Source: an optimization exercise on an open RTL-to-GDS flow (aim: small area, a short achievable clock period and few clock cycles per item). Production flows keep margins and buffers that such runs may drop.
RTL that was checked went through simulation tests only; none was proved equivalent to the original.
Power figures rest on the tool's default switching activity, not on a simulated workload.

Setup of the reference run:
==> flow/design.v <==
module HP_FP_Pipelined_Adder (  
	input clk,
	input rst,
	input [15:0] in1,
	input [15:0] in2,
	input enable,
	output reg done,
	output [15:0] sum
);
	function automatic [13:0] skaddx14(input [13:0] a, input [13:0] b, input x);
		reg [13:0] g, p, G, P;
		integer i, l, j;
		begin
			g = a & b; p = a ^ b;
			G = g; P = p;
			for (l = 0; l < 4; l = l + 1)
				for (i = 0; i < 14; i = i + 1)
					if ((i >> l) & 1) begin
						j = ((i >> l) << l) - 1;
						G[i] = G[i] | (P[i] & G[j]);
						P[i] = P[i] & P[j];
					end
			skaddx14 = (p ^ {14{x}}) ^ {G[12:0], 1'b0};
		end
	endfunction
	reg busy;
	reg [18:0] R;
	wire [15:0] x1 = R[15:0];
	wire [15:0] x2 = in2;
	wire [4:0] e1 = x1[14:10];
	wire [4:0] e2 = x2[14:10];
	wire [10:0] ma1 = {|x1[14:0], x1[9:0]};
	wire [10:0] ma2 = {|x2[14:0], x2[9:0]};
	wire [5:0] d12 = {1'b0, e1} - {1'b0, e2};
	wire [4:0] d21 = e2 - e1;
	wire gt = d12[5];                  
	wire eq = (e1 == e2);
	wire [4:0] d = gt ? d21 : d12[4:0];
	wire swap = gt | (eq & (x2[9:0] > x1[9:0]));
	wire [10:0] mb = swap ? ma2 : ma1;
	wire [10:0] msr = swap ? ma1 : ma2;
	wire [4:0] eb = gt ? e2 : e1;
	wire [12:0] ms = {msr, 2'b00} >> d;
	wire sub = x1[15] ^ x2[15];
	wire [13:0] f = skaddx14({1'b0, mb, 2'b00} ^ {14{sub}}, {1'b0, ms}, sub);
	wire sb = swap ? x2[15] : x1[15];
	wire [4:0] er = R[17:13];
	wire [13:0] fr = {R[12:0], 1'b0};
	wire nz = |R[12:0];
	reg [13:0] lim;
	integer k;
	always @(*) for (k = 0; k < 14; k = k + 1) lim[k] = (er == 5'd12 - k);
	wire [13:0] mm = fr | lim;
	reg [3:0] t;
	integer i;
	always @(*) begin
		t = 4'd0;
		for (i = 0; i < 14; i = i + 1)
			if (mm[i]) t = 4'd13 - i[3:0];
	end
	wire [13:0] ns = fr << t;
	wire [4:0] en = nz ? (er + 5'd1 - {1'b0, t}) : 5'd0;
	assign sum = {R[18] & nz, en, ns[12:3]};
	always @(posedge clk) begin
		if (busy) R <= {sb, eb, f[13:1]};
		else if (enable) R[15:0] <= in1;
	end
	always @(posedge clk) begin
		if (rst) begin
			busy <= 1'b0;
			done <= 1'b0;
		end else if (busy) begin
			busy <= 1'b0;
			done <= 1'b1;
		end else if (enable) begin
			busy <= 1'b1;
			done <= 1'b0;
		end
	end
endmodule
clock: 6.0 ns
lec_check: 0
abc_area: 1
cap_margin: 20
core_margin: 2
core_utilization: 40
setup_slack_margin: 1.5
slew_margin: 20
standard.sh (not shown) runs the stock make flow with config.mk's settings and CLKGATE_MAP_FILE= SYNTH_SCRIPT=/design/flow/synth_recipe.tcl, a recipe that flattens the netlist after the stock synthesis.
==> flow/flow/run.sh <==
#!/bin/bash
# Standard layout with two changes:
# - synthesis is the standard synthesis script, run without ORFS's
#   full/half-adder extraction (ADDER_MAP_FILE empty), so that ABC maps the
#   arithmetic together with the rest of the logic; registers are mapped and
#   named exactly as in the standard synthesis;
# - the port buffers use a small fast buffer instead of the default
#   delay-buffer cell.
set -euo pipefail
W=$PWD
export BUFFER_PORTS_ARGS="-buffer_cell sky130_fd_sc_hd__buf_1"
make -C "$FLOW_HOME" DESIGN_CONFIG=$W/config.mk WORK_HOME=$W/orfs CLKGATE_MAP_FILE= SYNTH_SCRIPT=$W/synth_recipe.tcl ADDER_MAP_FILE= synth > synth.log 2>&1
bash standard.sh > standard.log 2>&1
Testbench counts of the reference run, summed over its fixed seeds: cycles 6,400, items 3,200.
The inputs of the trial run differ from those of the reference run as listed below.
--- a/flow/design.v
+++ b/flow/design.v
@@ -50,17 +50,35 @@
 	reg [13:0] lim;
 	integer k;
 	always @(*) for (k = 0; k < 14; k = k + 1) lim[k] = (er == 5'd12 - k);
 	wire [13:0] mm = fr | lim;
-	reg [3:0] t;
-	integer i;
-	always @(*) begin
-		t = 4'd0;
-		for (i = 0; i < 14; i = i + 1)
-			if (mm[i]) t = 4'd13 - i[3:0];
-	end
+	wire [15:0] m16 = {mm, 2'b11};
+	wire [7:0] v1;
+	wire [7:0] z1;
+	wire [3:0] v2;
+	wire [7:0] z2;
+	wire [1:0] v3;
+	wire [5:0] z3;
+	genvar q;
+	generate
+		for (q = 0; q < 8; q = q + 1) begin : lz1
+			assign v1[q] = m16[2*q+1] | m16[2*q];
+			assign z1[q] = ~m16[2*q+1];
+		end
+		for (q = 0; q < 4; q = q + 1) begin : lz2
+			assign v2[q] = v1[2*q+1] | v1[2*q];
+			assign z2[2*q+1:2*q] = v1[2*q+1] ? {1'b0, z1[2*q+1]} : {1'b1, z1[2*q]};
+		end
+		for (q = 0; q < 2; q = q + 1) begin : lz3
+			assign v3[q] = v2[2*q+1] | v2[2*q];
+			assign z3[3*q+2:3*q] = v2[2*q+1] ? {1'b0, z2[4*q+3:4*q+2]} : {1'b1, z2[4*q+1:4*q]};
+		end
+	endgenerate
+	wire [3:0] t = v3[1] ? {1'b0, z3[5:3]} : {1'b1, z3[2:0]};
 	wire [13:0] ns = fr << t;
-	wire [4:0] en = nz ? (er + 5'd1 - {1'b0, t}) : 5'd0;
+	wire [4:0] er2 = er + 5'd2;
+	wire [13:0] es = skaddx14({9'd0, er2}, {9'd0, ~{1'b0, t}}, 1'b0);
+	wire [4:0] en = nz ? es[4:0] : 5'd0;
 	assign sum = {R[18] & nz, en, ns[12:3]};
 	always @(posedge clk) begin
 		if (busy) R <= {sb, eb, f[13:1]};
 		else if (enable) R[15:0] <= in1;
Results
- The trial run: full flow OK, the timing, design-rule and antenna checks passed
- Clock power (the trial run vs. the reference run) decreases by a little under 10%
- Against the reference run, the trial run comes in 5 higher on critical path depth.
- Changes observed in the trial run relative to the reference run: number of iterations in the first detailed-routing pass up 1, synthesized net count fell by 3, first-iteration DRC count decreased 14.
- Taking the reference run as the reference, in the trial run setup slack now sits higher, design area shows a reduction of 90 um2.
- From the reference run to the trial run, floorplan row count did not move at all.
- Number of buffers other than clock buffers in the final layout in the trial run is 2 below the reference run.
- In the metrics for the trial run and the reference run, the one carrying the higher areal power density over the cells is the reference run.
- Between the trial run and the reference run, synthesized cell area is lower for the trial run, the reference run comes in above that.
- Comparing the trial run and the reference run, the lower total track usage is on the trial run.
- Met1 track utilization from global routing: the trial run and the reference run compared, lower one is the trial run
The RTL of the trial run was laid out without a check of its function.

## separate check: timing with driven ports
In the flow no input, the clock included, has a driving cell. The finished layouts below were timed again as built, in two steps.
Step 1, drivers: a clkbuf_16 drives clk and a buf_2 each remaining input, both assumed.
Step 2 moves the port delays by t, midway between the first and last clock arrival at a register: inputs arrive t later, outputs are due t later. That takes back most of the time a late clock gives input paths.
a / b / c = no drivers / after step 1 / after step 2; a / b = the first two.
run	t (ns)	slack for setup (ns)	worst data-port slew with drivers (ns)
the reference run	0.300	1.667 / 1.638 / 1.513	0.03
the trial run	0.287	1.734 / 1.710 / 1.530	0.04
After both steps every run listed still meets setup and hold. The setup slack of the trial run, which loses most, moves by -0.024 ns with the drivers and by -0.204 ns with both steps.
